What follows belongs to an exercise in optimizing a design on an open flow for small area and a short achievable clock period; a production flow would make more cautious choices.
The RTL was checked by simulation tests, not by an equivalence proof against the original design.
Power is estimated from default activity; no workload was simulated.

==> build 1 <==
==> flow/design.v (excerpt) <==
module PE_array #(
    parameter DATA_WIDTH    = 16 ,
    parameter SYSTOLIC_SIZE = 4
) (
    input                                       clk          ,
    input                                       rst_n        ,
    input                                       reset_pe     ,
    input                                       write_out_en ,
    input  [SYSTOLIC_SIZE * DATA_WIDTH - 1 : 0] wgt_in       ,
    input  [SYSTOLIC_SIZE * DATA_WIDTH - 1 : 0] ifm_in       ,
    output [SYSTOLIC_SIZE * DATA_WIDTH - 1 : 0] ofm_out
);
export LEC_CHECK = 0
export CAP_MARGIN = 20
export CORE_MARGIN = 2
export CORE_UTILIZATION = 40
export PLACE_DENSITY = 0.6
export SETUP_SLACK_MARGIN = 2.8
export SLEW_MARGIN = 20
export SYNTH_HIERARCHICAL = 1
export SYNTH_MINIMUM_KEEP_SIZE = 0
create_clock -name core_clock -period 6.5 [get_ports {clk}]
run.sh (not shown) runs the stock make flow with config.mk's settings and CLKGATE_MAP_FILE= SYNTH_SCRIPT=/design/flow/synth_recipe.tcl, a recipe that flattens the netlist after the stock synthesis.
==> build 68: changes against build 1 <==
--- a/flow/design.v
+++ b/flow/design.v
@@ -65,11 +65,11 @@
 	wire n34, n35;
 	FA u_n34 (.a(pp5[0]), .b(n21), .c(n23), .s(n34), .co(n35));
 	wire n36, n37;
 	FA u_n36 (.a(n30), .b(n32), .c(n25), .s(n36), .co(n37));
 	wire n38, n39;
-	FAX u_n38 (.a(n34), .b(n36), .c(n27), .s(n38), .co(n39));
+	FA u_n38 (.a(n34), .b(n36), .c(n27), .s(n38), .co(n39));
 	wire n40, n41;
 	FA u_n40 (.a(accs[6]), .b(pp0[6]), .c(pp1[5]), .s(n40), .co(n41));
 	wire n42, n43;
 	FA u_n42 (.a(pp2[4]), .b(pp3[3]), .c(pp4[2]), .s(n42), .co(n43));
 	wire n44, n45;
@@ -125,11 +125,11 @@
 	wire n94, n95;
 	FA u_n94 (.a(n88), .b(n73), .c(n75), .s(n94), .co(n95));
 	wire n96, n97;
 	FA u_n96 (.a(n90), .b(n92), .c(n77), .s(n96), .co(n97));
 	wire n98, n99;
-	FAX u_n98 (.a(n94), .b(n79), .c(n96), .s(n98), .co(n99));
+	FA u_n98 (.a(n94), .b(n79), .c(n96), .s(n98), .co(n99));
 	wire n100, n101;
 	HA u_n100 (.a(n81), .b(n98), .s(n100), .co(n101));
 	wire n102, n103;
 	FA u_n102 (.a(accc[10]), .b(accs[10]), .c(pp0[10]), .s(n102), .co(n103));
 	wire n104, n105;
@@ -147,13 +147,13 @@
 	wire n116, n117;
 	FA u_n116 (.a(n91), .b(n110), .c(n93), .s(n116), .co(n117));
 	wire n118, n119;
 	FA u_n118 (.a(n112), .b(n114), .c(n95), .s(n118), .co(n119));
 	wire n120, n121;
-	FAX u_n120 (.a(n116), .b(n97), .c(n118), .s(n120), .co(n121));
+	FA u_n120 (.a(n116), .b(n97), .c(n118), .s(n120), .co(n121));
 	wire n122, n123;
-	HA u_n122 (.a(n120), .b(n99), .s(n122), .co(n123));
+	HA u_n122 (.a(n99), .b(n120), .s(n122), .co(n123));
 	wire n124, n125;
 	FA u_n124 (.a(accc[11]), .b(accs[11]), .c(pp0[11]), .s(n124), .co(n125));
 	wire n126, n127;
 	FA u_n126 (.a(pp10[1]), .b(pp11[0]), .c(pp1[10]), .s(n126), .co(n127));
 	wire n128, n129;
@@ -171,13 +171,13 @@
 	wire n140, n141;
 	FA u_n140 (.a(n115), .b(n132), .c(n134), .s(n140), .co(n141));
 	wire n142, n143;
 	FA u_n142 (.a(n136), .b(n117), .c(n138), .s(n142), .co(n143));
 	wire n144, n145;
-	FAX u_n144 (.a(n140), .b(n119), .c(n142), .s(n144), .co(n145));
+	FA u_n144 (.a(n140), .b(n119), .c(n142), .s(n144), .co(n145));
 	wire n146, n147;
-	HA u_n146 (.a(n144), .b(n121), .s(n146), .co(n147));
+	HA u_n146 (.a(n121), .b(n144), .s(n146), .co(n147));
 	wire n148, n149;
 	FA u_n148 (.a(accc[12]), .b(accs[12]), .c(pp0[12]), .s(n148), .co(n149));
 	wire n150, n151;
 	FA u_n150 (.a(pp10[2]), .b(pp11[1]), .c(pp12[0]), .s(n150), .co(n151));
 	wire n152, n153;
@@ -197,13 +197,13 @@
 	wire n166, n167;
 	FA u_n166 (.a(n158), .b(n160), .c(n162), .s(n166), .co(n167));
 	wire n168, n169;
 	FA u_n168 (.a(n139), .b(n141), .c(n164), .s(n168), .co(n169));
 	wire n170, n171;
-	FAX u_n170 (.a(n166), .b(n143), .c(n168), .s(n170), .co(n171));
+	FA u_n170 (.a(n166), .b(n143), .c(n168), .s(n170), .co(n171));
 	wire n172, n173;
-	HA u_n172 (.a(n170), .b(n145), .s(n172), .co(n173));
+	HA u_n172 (.a(n145), .b(n170), .s(n172), .co(n173));
 	wire n174, n175;
 	FA u_n174 (.a(accc[13]), .b(accs[13]), .c(pp0[13]), .s(n174), .co(n175));
 	wire n176, n177;
 	FA u_n176 (.a(pp10[3]), .b(pp11[2]), .c(pp12[1]), .s(n176), .co(n177));
 	wire n178, n179;
@@ -225,13 +225,13 @@
 	wire n194, n195;
 	FA u_n194 (.a(n186), .b(n188), .c(n165), .s(n194), .co(n195));
 	wire n196, n197;
 	FA u_n196 (.a(n190), .b(n167), .c(n192), .s(n196), .co(n197));
 	wire n198, n199;
-	FAX u_n198 (.a(n169), .b(n194), .c(n196), .s(n198), .co(n199));
+	FA u_n198 (.a(n169), .b(n194), .c(n196), .s(n198), .co(n199));
 	wire n200, n201;
-	HA u_n200 (.a(n198), .b(n171), .s(n200), .co(n201));
+	HA u_n200 (.a(n171), .b(n198), .s(n200), .co(n201));
 	wire n202, n203;
 	FA u_n202 (.a(accc[14]), .b(accs[14]), .c(pp0[14]), .s(n202), .co(n203));
 	wire n204, n205;
 	FA u_n204 (.a(pp10[4]), .b(pp11[3]), .c(pp12[2]), .s(n204), .co(n205));
 	wire n206, n207;
@@ -253,15 +253,15 @@
 	wire n222, n223;
 	FA u_n222 (.a(n212), .b(n214), .c(n216), .s(n222), .co(n223));
 	wire n224, n225;
 	FA u_n224 (.a(n218), .b(n191), .c(n193), .s(n224), .co(n225));
 	wire n226, n227;
-	FAX u_n226 (.a(n220), .b(n222), .c(n195), .s(n226), .co(n227));
+	FA u_n226 (.a(n220), .b(n222), .c(n195), .s(n226), .co(n227));
 	wire n228, n229;
-	FAX u_n228 (.a(n197), .b(n224), .c(n226), .s(n228), .co(n229));
+	FA u_n228 (.a(n197), .b(n224), .c(n226), .s(n228), .co(n229));
 	wire n230, n231;
-	HA u_n230 (.a(n199), .b(n228), .s(n230), .co(n231));
+	HA u_n230 (.a(n199), .b(n201), .s(n230), .co(n231));
 	wire n232;
 	X2 u_n232 (.a(accc[15]), .b(accs[15]), .y(n232));
 	wire n233;
 	X2 u_n233 (.a(n232), .b(pp0[15]), .y(n233));
 	wire n234;
@@ -320,11 +320,11 @@
 	X2 u_n260 (.a(n225), .b(n259), .y(n260));
 	wire n261;
 	X2 u_n261 (.a(n260), .b(n227), .y(n261));
 	wire n262;
 	X2 u_n262 (.a(n261), .b(n229), .y(n262));
-	wire [15:0] ra = {n231, n201, n173, n147, n123, n101, n100, n65, n62, n50, n29, n28, n18, n10, n4, n0};
+	wire [15:0] ra = {n231, n228, n173, n147, n123, n101, n100, n65, n62, n50, n29, n28, n18, n10, n4, n0};
 	wire [15:0] rb = {n262, n230, n200, n172, n146, n122, 1'b0, n80, n64, n39, n38, 1'b0, 1'b0, 1'b0, 1'b0, 1'b0};
 	wire [4:0] blk = ra[8:5] + rb[8:5];
 	wire [15:0] nxs = {ra[15:9], blk[3:0], ra[4:0]};
 	wire [15:9] nxc = {rb[15:10], blk[4]};
 	wire [15:0] acc = {accs[15:9] + accc[15:9], accs[8:0]} ;
@@ -350,19 +350,10 @@
 	assign co = (a & b) | (a & c) | (b & c) ;
 endmodule
 module BS (input a1, input a0, input one, input two, input neg, output y);
 	assign y = ((one & a1) | (two & a0)) ^ neg ;
 endmodule
-module FAX (input a, input b, input c, output s, output co);
-	wire ab ;
-	X2 u_x0 (.a(a), .b(b), .y(ab));
-	X2 u_x1 (.a(ab), .b(c), .y(s));
-	MJ u_mj (.a(a), .b(b), .c(c), .y(co));
-endmodule
-module MJ (input a, input b, input c, output y);
-	assign y = (a & b) | (a & c) | (b & c) ;
-endmodule
 module X2 (input a, input b, output y);
 	assign y = a ^ b ;
 endmodule
 module XN2 (input a, input b, output y);
 	assign y = ~(a ^ b) ;
--- a/flow/config.mk
+++ b/flow/config.mk
@@ -7,9 +7,9 @@
 export LEC_CHECK = 0
 export CAP_MARGIN = 20
 export CORE_MARGIN = 2
 export CORE_UTILIZATION = 40
 export PLACE_DENSITY = 0.6
-export SETUP_SLACK_MARGIN = 2.8
+export SETUP_SLACK_MARGIN = 2.2
 export SLEW_MARGIN = 20
 export SYNTH_HIERARCHICAL = 1
 export SYNTH_MINIMUM_KEEP_SIZE = 0
==> notes <==
Build 1 passed the timing, DRC and antenna checks. Build 68 completed without violations.
Of build 68 and build 1, build 1 has the higher global-route usage (gap 0.35 points).
Critical path depth: build 68 is higher than build 1 (1).
Between build 1 and build 68, the lower area after synthesis is in build 68 (gap 1.2%, measured against build 68).
Non-clock buffer count: build 68 is lower than build 1 (212).
Of build 68 and build 1, build 1 has the higher clock power (gap 7.5%, measured against build 1).
In build 1 the cell area is larger than in build 68, by about 7%.
Against build 68, the power of build 1 is higher by 16%.
Of build 1 and build 68, build 1 has the higher final cell count (gap about 5%, measured against build 68).
Between build 1 and build 68, the lower via count is in build 68 (gap 5.2%, measured against build 68).
Of build 68 and build 1, build 1 has the higher die area (gap 1.2%, measured against build 1).
In build 68 the sequential share of layout area is higher than in build 1, by 1.4 points.
==> figures <==
Power Combinational: build 1 31.5 mW; build 68 25.5 mW
Psw: build 1 19.17 mW; build 68 16.78 mW
Die outline height: build 1 481.8 µm; build 68 478.9 µm
Transition time of the tightest slew-check pin: build 1 1.144 ns; build 68 0.9952 ns
Row Count: build 1 175; build 68 174
Cell count of the worst reg-to-reg path: build 1 11; build 68 9
Number of well taps: build 1 3009; build 68 2992
Critical path data arrival time: build 1 4.34 ns; build 68 4.90 ns
Clock network power consumption: build 1 7.19 mW; build 68 6.65 mW
Worst Clk Skew: build 1 0.04009 ns; build 68 0.04757 ns
Routed wire length: build 1 250.0 mm; build 68 237.1 mm
CTS clock-pin slew for the worst setup and hold paths: build 1 0.07 ns; build 68 0.06 ns
Max VDD drop: build 1 0.3136 mV; build 68 0.3277 mV
Startpoint of the lowest-slack hold path: build 1 pe_3_0.right_out[15]$_DFF_PN0_; build 68 pe_1_0.right_out[15]$_DFF_PN0_
Max FO, Critical Path: build 1 5; build 68 10
FF/Latch Area: build 1 25500 µm²; build 68 25280 µm²
Critical path origin: build 1 ifm_in[12]; build 68 ifm_in[23]
Status: build 1 complete, no violations; build 68 complete, no violations
Ratio of routed vias to standard cells: build 1 5.122; build 68 5.105
Met2 track demand over resource: build 1 36.77%; build 68 35.70%
Ant. Diodes: build 1 12; build 68 5
Share of post-route cells with drive strength above 1: build 1 23.51%; build 68 10.65%
F_max: build 1 266.7 MHz; build 68 233.0 MHz

==> static timing again, ports no longer ideal <==
The flow's constraints put no driver on any port. The routed layouts listed below were extracted and timed again, unchanged, in two steps. Step 1: set_driving_cell puts a clkbuf_16 on clk and a buf_2 on each other input, an assumption about the parent block. Step 2, shift: input delay + t, output delay - t, t = (earliest + latest rising clock arrival at the registers) / 2. This alone moves slack from input paths to output paths. a / b / c = ideal / step 1 / step 2; a / b = the first two.
run | t, ns | setup WS [ns] | cell pins on the clock port's net
build 1 | 0.837 | 2.750 / 2.678 / 1.840 | 1
build 68 | 0.827 | 2.208 / 2.223 / 1.396 | 1
After both steps setup and hold are still met in every run listed. The setup slack of build 1, which loses most, moves by -0.072 ns with the drivers and by -0.910 ns with both steps.
